From an optimization exercise on the open Yosys and OpenROAD flow, aimed at small area; shortcuts taken in it are not production practice.
Function was not checked in any run shown here: the RTL went through the layout flow alone.
Power and IR drop assume default switching activity.

==> flow/design.v, too long to show whole: its modules and the start of the top module <==
// module HandwashSensor: 745 lines
module HandwashSensor(
    input clk,
    input reset,
    input acceptLeftHandDistance,
    input [15:0] leftHandDistance,
    input acceptLeftHandGain,
    input [7:0] leftHandGain,
    input acceptRightHandDistance,
    input [15:0] rightHandDistance,
    input acceptRightHandGain,
    input [7:0] rightHandGain,
    output waterOn
);
  // ...
==> flow/flow/run.sh <==
#!/bin/bash
# Own layout flow: the standard synthesis, then its combinational logic
# is rebuilt as an explicit gate netlist (flow/mulgen.py, same adder tree as
# the RTL, with inverted partial products so the full adders chain without
# inverters), then the standard layout steps from floorplan to finish.
set -euo pipefail
K=14
RES=orfs/results/${FLOW_PLATFORM}/HandwashSensor/base
LIB=${FLOW_HOME}/platforms/${FLOW_PLATFORM}/lib/sky130_fd_sc_hd__tt_025C_1v80.lib
YOSYS=$(command -v yosys || echo "${FLOW_HOME}/../tools/install/yosys/bin/yosys")

bash standard.sh synth > 1_standard_synth.log 2>&1
cp "$RES/1_2_yosys.v" standard_netlist.v
python3 flow/mulgen.py net "$K" standard_netlist.v net_pre.v > 2_mulgen.log 2>&1
MAP_LIB="$LIB" MAP_IN=net_pre.v MAP_TOP="$FLOW_TOP" MAP_OUT=net_post.v \
  "$YOSYS" -c flow/map.ys.tcl > 3_map_yosys.log 2>&1
cp net_post.v "$RES/1_2_yosys.v"
rm -f "$RES/1_synth.odb" "$RES/1_synth.sdc"
bash standard.sh finish \
  "BUFFER_PORTS_ARGS=-buffer_cell sky130_fd_sc_hd__buf_1" \
  "CTS_ARGS=-sink_clustering_enable -repair_clock_nets -dont_use_dummy_load -buf_list sky130_fd_sc_hd__clkbuf_4 sky130_fd_sc_hd__clkbuf_8" \
  > 4_layout.log 2>&1
==> flow/flow/map.ys.tcl <==
# Map the tail logic of the rewritten netlist; cells already instantiated stay as they are.
set lib $::env(MAP_LIB)
yosys read_liberty -lib $lib
yosys read_verilog $::env(MAP_IN)
yosys hierarchy -check -top $::env(MAP_TOP)
yosys proc
yosys opt -fast
yosys techmap
yosys opt -fast
yosys abc -liberty $lib -dont_use sky130_fd_sc_hd__probe_p_8 -dont_use sky130_fd_sc_hd__probec_p_8 -dont_use sky130_fd_sc_hd__lpflow_* -D 7000
yosys opt_clean -purge
yosys hilomap -singleton -hicell sky130_fd_sc_hd__conb_1 HI -locell sky130_fd_sc_hd__conb_1 LO
yosys splitnets
yosys opt_clean -purge
yosys stat -liberty $lib
yosys check -assert
yosys write_verilog -noattr -nohex -nodec $::env(MAP_OUT)
==> flow/flow/mulgen.py <==
#!/usr/bin/env python3
"""Shared generator for the HandwashSensor datapath.

build(K) returns, per hand, the list of adder operations of the scaled
product dist*gain (bits [22:7]): a timing-ordered carry-save tree whose
last merges ripple.  The columns are split at K: the low section's
final carry (cK) is kept apart, and the tests on the top section are
made for both values of cK and selected.

emit_rtl() writes the design's Verilog; emit_net() writes a gate-level
netlist of the same structure (see run.sh)."""
import sys

T_PP = 0.9
D_FA_S, D_FA_C = 0.50, 0.30
D_HA_S, D_HA_C = 0.30, 0.20
HANDS = (("l", "leftHandDistanceHeld", "leftHandGainHeld"),
         ("r", "rightHandDistanceHeld", "rightHandGainHeld"))


def build(p, K):
    """ops: list of (kind, out_sum, out_carry, inputs); kind fa/ha.
    out_sum/out_carry are names or None when unused."""
    ops = []
    cols = [[] for _ in range(24)]
    for i in range(16):
        for j in range(8):
            cols[i + j].append((T_PP, ("pp", i, j)))
    cnt = [0]

    def new(kind):
        cnt[0] += 1
        return f"{p}_{kind}{cnt[0]}"
    final = {}
    chain = None
    for c in range(23):
        col = cols[c]
        keep_sum = c >= 7
        keep_carry = c < 22
        while len(col) > 1:
            col.sort(key=lambda x: x[0])
            if len(col) >= 3:
                (ta, a), (tb, b), (tc, cc) = col[:3]
                col = col[3:]
                t = max(ta, tb, tc)
                last = len(col) == 0
                co = s = None
                if keep_carry:
                    co = new("c")
                    if last and c == K - 1:
                        chain = (t + D_FA_C, co)
                    else:
                        cols[c + 1].append((t + D_FA_C, co))
                if not (last and not keep_sum):
                    s = new("s")
                    col.append((t + D_FA_S, s))
                ops.append(("fa", s, co, (a, b, cc)))
                if s is None:
                    break
            else:
                (ta, a), (tb, b) = col[:2]
                col = []
                t = max(ta, tb)
                co = s = None
                if keep_carry:
                    co = new("c")
                    if c == K - 1:
                        chain = (t + D_HA_C, co)
                    else:
                        cols[c + 1].append((t + D_HA_C, co))
                if keep_sum:
                    s = new("s")
                    col.append((t + D_HA_S, s))
                ops.append(("ha", s, co, (a, b)))
        cols[c] = col
        if keep_sum:
            assert col
            final[c] = col[0]
    return ops, final, chain


def tail_lines(p, K, final, chain, sig):
    """Zero / threshold tests; sig(x) gives the expression for signal x."""
    k = K - 7
    m = 23 - K
    q = 1500 >> k
    r = 1500 & ((1 << k) - 1)
    assert q >= 1
    top = [sig(final[c][1]) for c in range(K, 23)]
    low = [sig(final[c][1]) for c in range(7, K)]
    S, L, CK = f"{p}_top", f"{p}_low", f"{p}_cK"
    all1 = (1 << m) - 1
    return [
        f"wire [{m-1}:0] {S} = {{{', '.join(reversed(top))}}};",
        f"wire [{k-1}:0] {L} = {{{', '.join(reversed(low))}}};",
        f"wire {CK} = {sig(chain[1])};",
        f"wire {p}_topZero = {CK} ? ({S} == {m}'d{all1}) : ({S} == {m}'d0);",
        f"wire {p}_topLtQ = {CK} ? (({S} < {m}'d{q-1}) | ({S} == {m}'d{all1})) : ({S} < {m}'d{q});",
        f"wire {p}_topEqQ = {CK} ? ({S} == {m}'d{q-1}) : ({S} == {m}'d{q});",
        f"wire {p}_nonZero = ~({p}_topZero & ({L} == {k}'d0));",
        f"wire {p}_belowThreshold = {p}_topLtQ | ({p}_topEqQ & ({L} < {k}'d{r}));",
    ]


def emit_rtl(K, template, out):
    body = []
    for p, d, g in HANDS:
        ops, final, chain = build(p, K)

        def nm(x):
            return f"{p}_pp_{x[1]}_{x[2]}" if isinstance(x, tuple) else x
        for i in range(16):
            for j in range(8):
                body.append(f"wire {p}_pp_{i}_{j} = {d}[{i}] & {g}[{j}];")
        for kind, s, co, ins in ops:
            if kind == "fa":
                a, b, c = map(nm, ins)
                if co:
                    body.append(f"wire {co} = ({a} & {b}) | (({a} | {b}) & {c});")
                if s:
                    body.append(f"wire {s} = {a} ^ {b} ^ {c};")
            else:
                a, b = map(nm, ins)
                if co:
                    body.append(f"wire {co} = {a} & {b};")
                if s:
                    body.append(f"wire {s} = {a} ^ {b};")
        body += tail_lines(p, K, final, chain, nm)
    open(out, "w").write(open(template).read().replace("//@MULT@", "\n".join(body)))


CELL = "sky130_fd_sc_hd__"


class Net:
    def __init__(self):
        self.cells = []
        self.n = 0

    def cell(self, typ, pins):
        self.n += 1
        name = f"mg_{typ}_{self.n}"
        pl = ", ".join(f".{k}({v} )" if v.startswith("\\") else f".{k}({v})"
                       for k, v in pins.items())
        self.cells.append(f"  {CELL}{typ} {name} ({pl});")

    def wire(self, base):
        self.n += 1
        return f"mgn_{base}_{self.n}"


def emit_net(K, std_netlist, out):
    """Rewrite the standard netlist: keep its ports and flip-flops, and
    replace all combinational logic by the structure below.  Tail logic
    is left as assign statements for Yosys/ABC to map."""
    import re
    src = open(std_netlist).read()
    flops = re.findall(r"(sky130_fd_sc_hd__df\w+)\s+(\\\S+|\S+)\s*\((.*?)\);", src, re.S)
    header = src[src.index("module "):]
    header = header[:header.index(";") + 1]
    ports = re.findall(r"^\s*(input|output)\s*(\[\d+:\d+\])?\s*(\w+);", src, re.M)
    regs = {}
    for typ, name, body in flops:
        pins = dict((k, v.strip()) for k, v in re.findall(r"\.(\w+)\(([^()]*)\)", body))
        base = name.lstrip("\\").split("$")[0]
        regs[base] = (typ, name, pins)
    N = Net()
    W = []          # extra wire declarations
    A = []          # assigns
    dnet = {}       # register bit -> D net name
    for base in regs:
        dnet[base] = N.wire("d")
    # hold registers
    groups = [("acceptLeftHandDistance", "leftHandDistance", "leftHandDistanceHeld", 16),
              ("acceptLeftHandGain", "leftHandGain", "leftHandGainHeld", 8),
              ("acceptRightHandDistance", "rightHandDistance", "rightHandDistanceHeld", 16),
              ("acceptRightHandGain", "rightHandGain", "rightHandGainHeld", 8)]
    for acc, inp, held, w in groups:
        load, keep = N.wire("load"), N.wire("keep")
        N.cell("nor2b_1", {"A": "reset", "B_N": acc, "Y": load})
        N.cell("nor2_1", {"A": acc, "B": "reset", "Y": keep})
        for i in range(w):
            b = f"{held}[{i}]"
            q = regs[b][2]["Q"]
            N.cell("a22o_1", {"A1": load, "A2": f"{inp}[{i}]", "B1": keep, "B2": q,
                              "X": dnet[b]})
    body_tail = []
    for p, d, g in HANDS:
        ops, final, chain = build(p, K)
        pol = {}    # signal -> (net, inverted)
        qd = [regs[f"{d}[{i}]"][2]["Q"] for i in range(16)]
        qg = [regs[f"{g}[{j}]"][2]["Q"] for j in range(8)]
        for i in range(16):
            for j in range(8):
                n = N.wire(f"{p}pp")
                N.cell("nand2_1", {"A": qd[i], "B": qg[j], "Y": n})
                pol[("pp", i, j)] = (n, True)

        def get(x, want):
            net, inv = pol[x]
            if inv == want:
                return net
            n = N.wire("inv")
            N.cell("inv_1", {"A": net, "Y": n})
            return n
        for kind, s, co, ins in ops:
            invs = [pol[x][1] for x in ins]
            if kind == "fa":
                P = sum(invs) >= 2
                a, b, c = (get(x, P) for x in ins)
                if s and co:
                    ns, nc = N.wire("s"), N.wire("c")
                    N.cell("fa_1", {"A": a, "B": b, "CIN": c, "COUT": nc, "SUM": ns})
                    pol[s] = (ns, P)
                    pol[co] = (nc, P)
                elif co:
                    nc = N.wire("c")
                    N.cell("maj3_1", {"A": a, "B": b, "C": c, "X": nc})
                    pol[co] = (nc, P)
                else:
                    t, ns = N.wire("t"), N.wire("s")
                    N.cell("xor2_1", {"A": a, "B": b, "X": t})
                    N.cell("xor2_1", {"A": t, "B": c, "X": ns})
                    # xor of (possibly inverted) inputs: inverted iff P (odd count)
                    pol[s] = (ns, P)
            else:
                P = sum(invs) >= 1 and (sum(invs) == 2 or invs[0])
                a, b = (get(x, P) for x in ins)
                if not P:
                    if s and co:
                        ns, nc = N.wire("s"), N.wire("c")
                        N.cell("ha_1", {"A": a, "B": b, "COUT": nc, "SUM": ns})
                        pol[s], pol[co] = (ns, False), (nc, False)
                    elif co:
                        nc = N.wire("c")
                        N.cell("and2_1", {"A": a, "B": b, "X": nc})
                        pol[co] = (nc, False)
                    else:
                        ns = N.wire("s")
                        N.cell("xor2_1", {"A": a, "B": b, "X": ns})
                        pol[s] = (ns, False)
                else:
                    # inputs carry ~a, ~b: ~(a&b) = ~a | ~b, ~(a^b) = xnor(~a, ~b)
                    if co:
                        nc = N.wire("c")
                        N.cell("or2_1", {"A": a, "B": b, "X": nc})
                        pol[co] = (nc, True)
                    if s:
                        ns = N.wire("s")
                        N.cell("xnor2_1", {"A": a, "B": b, "Y": ns})
                        pol[s] = (ns, True)

        def sig(x):
            net, inv = pol[x]
            return f"~{net}" if inv else net
        body_tail += tail_lines(p, K, final, chain, sig)
    A.append(f"assign {dnet['waterOnReg']} = ~reset & l_nonZero & r_nonZero & (l_belowThreshold | r_belowThreshold);")
    assert set(regs) == set(dnet)
    lines = [header]
    for io, rng, nm in ports:
        lines.append(f"  {io} {rng + ' ' if rng else ''}{nm};")
    qnets = set()
    for base, (typ, name, pins) in regs.items():
        qn = pins["Q"]
        if not qn.startswith("waterOn") or qn != "waterOn":
            qnets.add(qn)
    for qn in sorted(qnets):
        lines.append(f"  wire {qn if not qn.startswith(chr(92)) else qn + ' '};")
    decl = set()
    for c in N.cells:
        for v in re.findall(r"\((mgn_\w+)\)", c):
            decl.add(v)
    decl.update(dnet.values())
    for v in sorted(decl):
        lines.append(f"  wire {v};")
    for base, (typ, name, pins) in regs.items():
        lines.append(f"  {typ} {name} (.CLK({pins['CLK']}), .D({dnet[base]}), .Q({pins['Q']}{' ' if pins['Q'].startswith(chr(92)) else ''}));")
    lines += N.cells
    lines += ["  " + x for x in body_tail]
    lines += ["  " + x for x in A]
    lines.append("endmodule")
    open(out, "w").write("\n".join(lines) + "\n")


if __name__ == "__main__":
    cmd = sys.argv[1]
    K = int(sys.argv[2])
    if cmd == "rtl":
        emit_rtl(K, sys.argv[3], sys.argv[4])
    else:
        emit_net(K, sys.argv[3], sys.argv[4])
==> flow/standard.sh <==
#!/bin/bash
# synth_recipe.tcl (not shown) runs the flow's synth.tcl, then flattens the netlist and writes it again
# the make line also repeats each setting of config.mk as NAME=value (left out here)
make -C /OpenROAD-flow-scripts/flow DESIGN_CONFIG=/design/flow/config.mk WORK_HOME=/design/flow/orfs CLKGATE_MAP_FILE= SYNTH_SCRIPT=/design/flow/synth_recipe.tcl "${@:-finish}"
==> flow/config.mk <==
export PLATFORM = sky130hd
export DESIGN_NAME = HandwashSensor
export DESIGN_NICKNAME = HandwashSensor
export VERILOG_FILES = /design/flow/design.v
export SDC_FILE = /design/flow/constraint.sdc
export NUM_CORES = 4
export LEC_CHECK = 0
export CAP_MARGIN = 20
export CORE_MARGIN = 2
export CORE_UTILIZATION = 40
export GPL_TIMING_DRIVEN = 0
export SLEW_MARGIN = 20
==> flow/constraint.sdc <==
create_clock -name core_clock -period 7.0 [get_ports {clk}]
set_input_delay 1.4000 -clock core_clock [delete_from_list [all_inputs] [get_ports {clk}]]
set_output_delay 1.4000 -clock core_clock [all_outputs]
set_load 0.01 [all_outputs]
==> results.yml, run 1 <==
placement:
  hpwl_mm: 13.3
  placedCellCount: 916
  port_buffers: 54
  placed_area_sq_um: 7430
  dp_worst_setup_slack_ns: -0.309
  gp_congestion: 0.818
yosys:
  netlist_instances: 637
  ys_warn_count: 1
  syn_area_per_cell_sq_um: 10.9
  syn-num-nets: 895
  syn_area_sq_um: 6950
outcome:
  stop_stage: "clock tree synthesis"
  outcome: "did not finish"
  first-error: "[ERROR STA-0564] clock_tree_synthesis positional arguments not supported."
floorplan:
  fp.dieW_microns: 136
  start_util: 0.406
  row_count: 48
  die_h_microns: 136
  pin_count: 55
==> inputs of run 2 (changes only) <==
--- a/flow/flow/run.sh
+++ b/flow/flow/run.sh
@@ -19,4 +19,4 @@
 bash standard.sh finish \
   "BUFFER_PORTS_ARGS=-buffer_cell sky130_fd_sc_hd__buf_1" \
-  "CTS_ARGS=-sink_clustering_enable -repair_clock_nets -dont_use_dummy_load -buf_list sky130_fd_sc_hd__clkbuf_4 sky130_fd_sc_hd__clkbuf_8" \
+  "CTS_ARGS=-sink_clustering_enable -repair_clock_nets -dont_use_dummy_load -buf_list {sky130_fd_sc_hd__clkbuf_4 sky130_fd_sc_hd__clkbuf_8}" \
   > 4_layout.log 2>&1
==> results.yml, run 2 <==
detailed_routing:
  avgViaCountPerCell: 5.47
  drt-initial-drc-count: 311
  via_count: 5172
  drt_pre_antenna_iters: 6
  drcViolationCount: 0
  ant_nets: 0
  wl_mm: 17.0
  wl_per_cell_microns: 18.0
floorplan:
  row_count: 48
  pin_count: 55
  die-area_sq_um: 18400
  start_util: 0.406
  die_h_microns: 136
  core_sq_um: 17100
  fp.dieW_microns: 136
timing:
  setup-violations-final: 0
  max_slew_margin: 0.325
  fin_crit_sh: 0.963
  period_minus_slack_ns: 6.74
  finClkSkew_ns: 0.0229
  hold_viol_final: 0
  setup_slack_ns: 0.259
  worst_slew_pin_slew_ns: 1.01
  fmax_mhz: 148
  slew_viol_final: 0
clock_tree:
  clkTransAtPathRegs_ns: 0.09
  cts_root_buf: "clkbuf_8"
  cts_max_path_buffers: 2
  insertion_delay_ns: 0.32
  cts_tree: "built"
  numCtsBuffers: 5
  htree_levels: 2
  clkSinkCount: 49
run:
  max-cap-violations: 0
grt:
  track_usage: 0.195
  antenna_found_initial: 0
  grt_overflow: 0
  grt_max_degree: 18
  grt_pass1_wl_mm: 28.0
  grt_pass1_vias: 5694
pwr:
  p_total_uw: 743
  leakage_nw: 1.51
  powerDensity_nw_per_um2: 95.5
  vdd_ir_drop_max_mv: 0.0559
cells_and_area:
  drive_above_1_share: 0.0929
  final_nets: 981
  final_cells: 946
  reg_top3: "leftHandDistanceHeld: 16 flops, rightHandDistanceHeld: 16 flops"
  final_cell_mix: "258 x nand2_1, 202 x fa_1, 54 x buf_1"
  final_core_util: 0.455
  antenna_cells: 0
  area_delta_synth_final_pct: 12.1
  layout_commonest_cell: "nand2_1"
critical_path:
  path_class: "register to register"
  critPathCaptureType: "register"
  timing.rr.start: "rightHandGainHeld[7]"
  worst_r2r_path_depth: 19
  arrival_ns: 6.97
  r2r-end: "waterOnReg"
  critPathMaxFanout: 8
  cp-start-kind: "register"
  r2r_slack_ns: 0.26
  worstPathRequired_ns: 7.23
placement:
  placedCellCount: 916
  dp_worst_setup_slack_ns: -0.309
  gp_congestion: 0.818
  port_buffers: 54
  hpwl_mm: 13.3
hold_path:
  min_to: "rightHandGainHeld[1]"
  hold_start: "rightHandGainHeld[1]"
  hold_class: "register to register"
  holdPathStages: 1
yosys:
  ys_warn_count: 1
  syn_area_per_cell_sq_um: 10.9
  syn_area_sq_um: 6950
  netlist_instances: 637
  syn-num-nets: 895
outcome:
  outcome: "no timing/DRC/antenna violations"
## run 2: final cells by class
type	count	area, sq um
inverter	1	3.75
clock buffer	5	68.8
tap	225	282
fill	1612	9330
multi-input combinational	587	5980
timing repair buffer	79	388
sequential	49	1060
## run 2: metal layers
layer / vias to the layer above / routed length (microns) / GRT usage
met5: - / 0 / 0
met1: 2725 / 6890 / 0.252
li1: 2250 / - / -
met3: 22 / 937 / 0.0224
met4: 0 / 318 / 0.0573
met2: 175 / 8870 / 0.346
## run 2: worst max path at each step
stage,startpoint,end,slack [ns],cells past startpoint
floorplan,rightHandGainHeld[7],waterOnReg,0.26,19
global placement,rightHandGainHeld[6],waterOnReg,-0.20,19
detailed placement,rightHandGainHeld[7],waterOnReg,-0.31,19
CTS,rightHandGainHeld[5],waterOnReg,0.007,19
global route,leftHandGainHeld[3],waterOnReg,-0.0007,19
finish,rightHandGainHeld[7],waterOnReg,0.26,19
## run 2: metrics by stage
step,setup TNS [ns],instance area [sq um],hold WS (ns)
floorplan,0,6950,0.566
CTS,0,7530,0.600
detailed placement,-0.309,7430,0.641
global route,-0.000742,7780,0.562
finish,0,7780,0.542
global placement,-0.203,7430,0.633
## run 2: critical path: stages, from the launching register on
cell,delay (ns)
dfxtp_4,0.43
nand2_1,0.10
fa_1,0.50
fa_1,0.43
fa_1,0.53
fa_1,0.44
or2_1,0.24
fa_1,0.39
or2_1,0.23
fa_1,0.38
fa_2,0.35
fa_2,0.35
fa_1,0.39
fa_1,0.40
xor2_1,0.18
or4_4,0.55
o311a_1,0.31
a211oi_2,0.20
o22ai_1,0.11
a21oi_1,0.14
## run 2: where the power goes
part	internal, mW	switching, mW
Combinational	0.106	0.125
Clock	0.0649	0.0954
Sequential	0.296	0.0553
Total	0.467	0.276
## run 2: timing repair
item,CTS,global route
hold buffers,0,0
hold endpoints to repair,0,0
setup buffers,0,25
gates resized for setup,20,30
setup endpoints to repair,1,1
==> inputs of run 3 (changes only) <==
--- a/flow/flow/run.sh
+++ b/flow/flow/run.sh
@@ -18,5 +18,3 @@
 rm -f "$RES/1_synth.odb" "$RES/1_synth.sdc"
 bash standard.sh finish \
-  "BUFFER_PORTS_ARGS=-buffer_cell sky130_fd_sc_hd__buf_1" \
-  "CTS_ARGS=-sink_clustering_enable -repair_clock_nets -dont_use_dummy_load -buf_list {sky130_fd_sc_hd__clkbuf_4 sky130_fd_sc_hd__clkbuf_8}" \
-  > 4_layout.log 2>&1
+  "BUFFER_PORTS_ARGS=-buffer_cell sky130_fd_sc_hd__buf_1" > 4_layout.log 2>&1
--- a/flow/flow/mulgen.py
+++ b/flow/flow/mulgen.py
@@ -150,4 +150,77 @@
 
 
+def late_tail(N, p, K, final, chain, pol):
+    """Tests of one hand, built so that the last signals of the adder
+    chain (its carry cK and the top low-section bit h) pass through only
+    a mux and one gate.  The early flags are assigns for ABC to map."""
+    k = K - 7
+    m = 23 - K
+    q = 1500 >> k
+    r = 1500 & ((1 << k) - 1)
+    all1 = (1 << m) - 1
+
+    def sig(x):
+        net, inv = pol[x]
+        return f"~{net}" if inv else net
+    top = [sig(final[c][1]) for c in range(K, 23)]
+    lowr = [sig(final[c][1]) for c in range(7, K - 1)]
+    S, L = f"{p}_top", f"{p}_lowr"
+    out = [
+        f"wire [{m-1}:0] {S} = {{{', '.join(reversed(top))}}};",
+        f"wire [{k-2}:0] {L} = {{{', '.join(reversed(lowr))}}};",
+        f"wire {p}_Z0 = {S} == {m}'d0;",
+        f"wire {p}_Z1 = {S} == {m}'d{all1};",
+        f"wire {p}_Lt0 = {S} < {m}'d{q};",
+        f"wire {p}_Lt1 = ({S} < {m}'d{q-1}) | ({S} == {m}'d{all1});",
+        f"wire {p}_E0 = {S} == {m}'d{q};",
+        f"wire {p}_E1 = {S} == {m}'d{q-1};",
+        f"wire {p}_LZr = {L} == {k-1}'d0;",
+    ]
+    for w in ("Z0", "Z1", "Lt0", "Lt1", "E0", "E1", "LZr", "Q"):
+        pass
+    hi = 1 << (k - 1)
+    rtop = bool(r & hi)
+    out.append(f"wire {p}_Q = {L} < {k-1}'d{r - hi if rtop else r};")
+    cnet, cinv = pol[chain[1]]
+    hnet, hinv = pol[final[K - 1][1]]
+    # mux on the (true) carry: S=1 selects A1
+    def mux(a0, a1, name):
+        o = N.wire(name)
+        if cinv:
+            a0, a1 = a1, a0
+        N.cell("mux2_1", {"A0": f"{p}_{a0}", "A1": f"{p}_{a1}", "S": cnet, "X": o})
+        return o
+    tz = mux("Z0", "Z1", "tz")
+    tl = mux("Lt0", "Lt1", "tl")
+    te = mux("E0", "E1", "te")
+    # nz = ~(tz & ~h & LZr)
+    if hinv:   # hnet = ~h
+        N.cell("nand3_1", {"A": tz, "B": hnet, "C": f"{p}_LZr", "Y": f"{p}_nz"})
+    else:
+        N.cell("nand3b_1", {"A_N": hnet, "B": tz, "C": f"{p}_LZr", "Y": f"{p}_nz"})
+    if rtop:
+        # lowLt = ~h | Q ; lt = tl | (te & (~h | Q))
+        if hinv:
+            t = N.wire("t")
+            N.cell("o21a_1", {"A1": hnet, "A2": f"{p}_Q", "B1": te, "X": t})
+        else:
+            # ~h | Q = ~(h & ~Q)
+            t = N.wire("t")
+            out.append(f"wire {p}_Qn = ~{p}_Q;")
+            hq = N.wire("hq")
+            N.cell("nand2_1", {"A": hnet, "B": f"{p}_Qn", "Y": hq})
+            N.cell("and2_1", {"A": hq, "B": te, "X": t})
+        N.cell("or2_1", {"A": tl, "B": t, "X": f"{p}_lt"})
+    else:
+        # lowLt = ~h & Q ; lt = tl | (te & ~h & Q)
+        if hinv:
+            N.cell("a31o_1", {"A1": te, "A2": hnet, "A3": f"{p}_Q", "B1": tl, "X": f"{p}_lt"})
+        else:
+            t = N.wire("t")
+            N.cell("and3b_1", {"A_N": hnet, "B": te, "C": f"{p}_Q", "X": t})
+            N.cell("or2_1", {"A": tl, "B": t, "X": f"{p}_lt"})
+    return out
+
+
 def emit_net(K, std_netlist, out):
     """Rewrite the standard netlist: keep its ports and flip-flops, and
@@ -254,6 +327,10 @@
             net, inv = pol[x]
             return f"~{net}" if inv else net
-        body_tail += tail_lines(p, K, final, chain, sig)
-    A.append(f"assign {dnet['waterOnReg']} = ~reset & l_nonZero & r_nonZero & (l_belowThreshold | r_belowThreshold);")
+        body_tail += late_tail(N, p, K, final, chain, pol)
+    # waterOn D = ~reset & nzL & nzR & (ltL | ltR)
+    lt = N.wire("lt")
+    N.cell("or2_1", {"A": "l_lt", "B": "r_lt", "X": lt})
+    N.cell("and4b_1", {"A_N": "reset", "B": "l_nz", "C": "r_nz", "D": lt,
+                       "X": dnet["waterOnReg"]})
     assert set(regs) == set(dnet)
     lines = [header]
@@ -269,7 +346,8 @@
     decl = set()
     for c in N.cells:
-        for v in re.findall(r"\((mgn_\w+)\)", c):
+        for v in re.findall(r"\((mgn_\w+|[lr]_[A-Z]\w*)\)", c):
             decl.add(v)
     decl.update(dnet.values())
+    decl.update(f"{p}_{w}" for p in "lr" for w in ("nz", "lt"))
     for v in sorted(decl):
         lines.append(f"  wire {v};")
==> results.yml, run 3 <==
outcome:
  outcome: "no timing/DRC/antenna violations"
clock_tree:
  cts_root_buf: "clkbuf_16"
  cts_max_path_buffers: 2
  insertion_delay_ns: 0.30
  htree_levels: 2
  clkTransAtPathRegs_ns: 0.07
  cts_tree: "built"
  clkSinkCount: 49
  numCtsBuffers: 5
floorplan:
  row_count: 48
  die_h_microns: 136
  die-area_sq_um: 18600
  core_sq_um: 17200
  pin_count: 55
  fp.dieW_microns: 136
  start_util: 0.407
yosys:
  syn_area_sq_um: 7020
  syn-num-nets: 902
  syn_area_per_cell_sq_um: 10.9
  netlist_instances: 644
  ys_warn_count: 1
pwr:
  p_total_uw: 861
  powerDensity_nw_per_um2: 105
  p_sw_frac: 0.360
  p_int_uw: 551
  vdd_ir_drop_max_mv: 0.0897
  leakage_nw: 1.69
  power_switching_uw: 310
  seqPwrFrac: 0.393
  clockPowerShare: 0.297
  p_comb_frac: 0.310
detailed_routing:
  wl_mm: 17.2
  via_count: 5254
  wl_per_cell_microns: 17.6
  drt_pre_antenna_iters: 7
  drt-initial-drc-count: 262
  ant_nets: 0
  avgViaCountPerCell: 5.38
  drcViolationCount: 0
timing:
  setup-violations-final: 0
  hold_viol_final: 0
  fmax_mhz: 148
  period_minus_slack_ns: 6.77
  slew_viol_final: 0
  finClkSkew_ns: 0.00163
  worst_slew_pin_slew_ns: 0.863
  max_slew_margin: 0.424
  fin_crit_sh: 0.968
  setup_slack_ns: 0.227
cells_and_area:
  post-route-cell-area_sq_um: 8190
  reg_top3: "leftHandDistanceHeld: 16 flops, rightHandDistanceHeld: 16 flops"
  final_cells: 976
  area_delta_synth_final_pct: 16.7
  final_core_util: 0.475
  drive_above_1_share: 0.148
  antenna_cells: 0
  final_cell_mix: "254 x nand2_1, 191 x fa_1, 54 x buf_1"
  layout_commonest_cell: "nand2_1"
  final_nets: 1008
  fill_cells: 1592
grt:
  grt_max_degree: 18
  track_usage: 0.201
  grt_pass1_vias: 5814
  grt_overflow: 0
  antenna_found_initial: 0
  grt_pass1_wl_mm: 29.0
critical_path:
  crit_path_frequent_cell: "fa_1"
  worstPathRequired_ns: 7.20
  timing.rr.start: "rightHandGainHeld[3]"
  r2r_slack_ns: 0.23
  r2r-end: "waterOnReg"
  path_class: "register to register"
  slowest_delay_ns: 0.51
  worst_r2r_path_depth: 19
  crit_path_top_delay_cell: "fa_1"
  arrival_ns: 6.98
  critPathCaptureType: "register"
  cp-start-kind: "register"
  critPathMaxFanout: 8
  cp_cell_sequence: "nand2_1 -> fa_1 -> fa_1 -> fa_1 -> fa_1 -> fa_1 -> fa_1 -> or2_1 -> fa_1 -> fa_1 -> fa_1 -> fa_1 -> fa_1 -> fa_2 -> mux2_1 -> o21a_1 -> or2_1 -> or2_1 -> and4b_1"
placement:
  placed_area_sq_um: 7510
  dp_worst_setup_slack_ns: -0.439
  port_buffers: 54
  gp_congestion: 0.825
  placedCellCount: 923
  hpwl_mm: 13.1
hold_path:
  holdPathStages: 1
  min_to: "leftHandGainHeld[0]"
  hold_start: "leftHandGainHeld[0]"
  hold_class: "register to register"
run:
  max-cap-violations: 0
run 3: layout make-up:
class / count / area (sq um) / area share
clock buffer: 6 / 129 / 0.0157
clock inverter: 2 / 15.0 / 0.00183
inverter: 1 / 3.75 / 0.000458
multi-input combinational: 594 / 6090 / 0.743
sequential: 49 / 1120 / 0.137
tap: 225 / 282 / 0.0344
timing repair buffer: 99 / 557 / 0.0679
run 3: worst max-delay path: cells and delay by family (launching register included):
| kind | cells | cell delay [ns] |
|---|---|---|
| adder cells (fa/ha/maj) | 12 | 4.93 |
| AND/OR/NAND/NOR | 5 | 0.90 |
| AO/OA/AOI/OAI | 1 | 0.10 |
| multiplexers | 1 | 0.33 |
| flip-flops | 1 | 0.41 |
run 3: power by group through the flow:
| stage | sequential, mW | clock [mW] | combinational, mW |
|---|---|---|---|
| 2_1_floorplan | 0.339 | 0 | 0.166 |
| 3_3_place_gp | 0.366 | 0 | 0.213 |
| 3_5_place_dp | 0.366 | 0 | 0.221 |
| 4_1_cts | 0.359 | 0.263 | 0.225 |
| 5_1_grt | 0.342 | 0.272 | 0.304 |
| 6_report | 0.338 | 0.256 | 0.267 |
run 3: how the worst max path moves through the flow:
| stage | slack [ns] | to | depth (start not counted) | start |
|---|---|---|---|---|
| after floorplan | 0.13 | waterOnReg | 21 | leftHandGainHeld[7] |
| after global placement | -0.36 | waterOnReg | 21 | leftHandGainHeld[7] |
| after detailed placement | -0.44 | waterOnReg | 21 | leftHandGainHeld[7] |
| after CTS | 0.001 | waterOnReg | 21 | rightHandGainHeld[7] |
| after global routing | -0.007 | waterOnReg | 21 | leftHandGainHeld[6] |
| final | 0.23 | waterOnReg | 19 | rightHandGainHeld[3] |
run 3: what timing repair did:
| action | CTS | global route |
|---|---|---|
| endpoints found under the setup margin | 1 | 1 |
| resized for setup | 40 | 55 |
| pin swaps | 0 | 3 |
| hold buffers | 0 | 0 |
| buffers inserted | 2 | 43 |
| endpoints found under the hold margin | 0 | 0 |
run 3: stage by stage:
stage                     setup TNS (ns)  hold slack (ns)
after floorplan                        0            0.566
after global placement            -0.362            0.653
after detailed placement          -0.439            0.659
after CTS                              0            0.584
after global routing            -0.00679            0.525
final                                  0            0.515
run 3: routing by layer:
layer / global-route usage / share of wire / routed length, microns
met1: 0.270 / 0.43 / 7340
met2: 0.348 / 0.52 / 8860
met3: 0.0257 / 0.043 / 743
met4: 0.0434 / 0.015 / 256
met5: 0 / 0 / 0

==> what the ideal ports hide <==
No port has a modelled driver above. Below, the same layouts with a new extraction and two added sets of constraints. Step 1 assumes that a clkbuf_16 drives the clock port and a buf_2 every other input. Step 2 moves the port delays by t, midway between the first and last clock arrival at a register: inputs arrive t later, outputs are due t later. That takes back most of the time a late clock gives input paths. a / b / c = no drivers / after step 1 / after step 2; a / b = the first two.
run | t (ns) | setup WS [ns] | latest minus earliest clock arrival (ns) | slew at the worst register clock pin (ns)
run 2 | 0.341 | 0.259 / 0.259 / 0.259 | 0.023 / 0.023 | 0.10 / 0.10
run 3 | 0.341 | 0.227 / 0.227 / 0.227 | 0.002 / 0.002 | 0.07 / 0.07
After both steps every run listed still meets setup and hold.
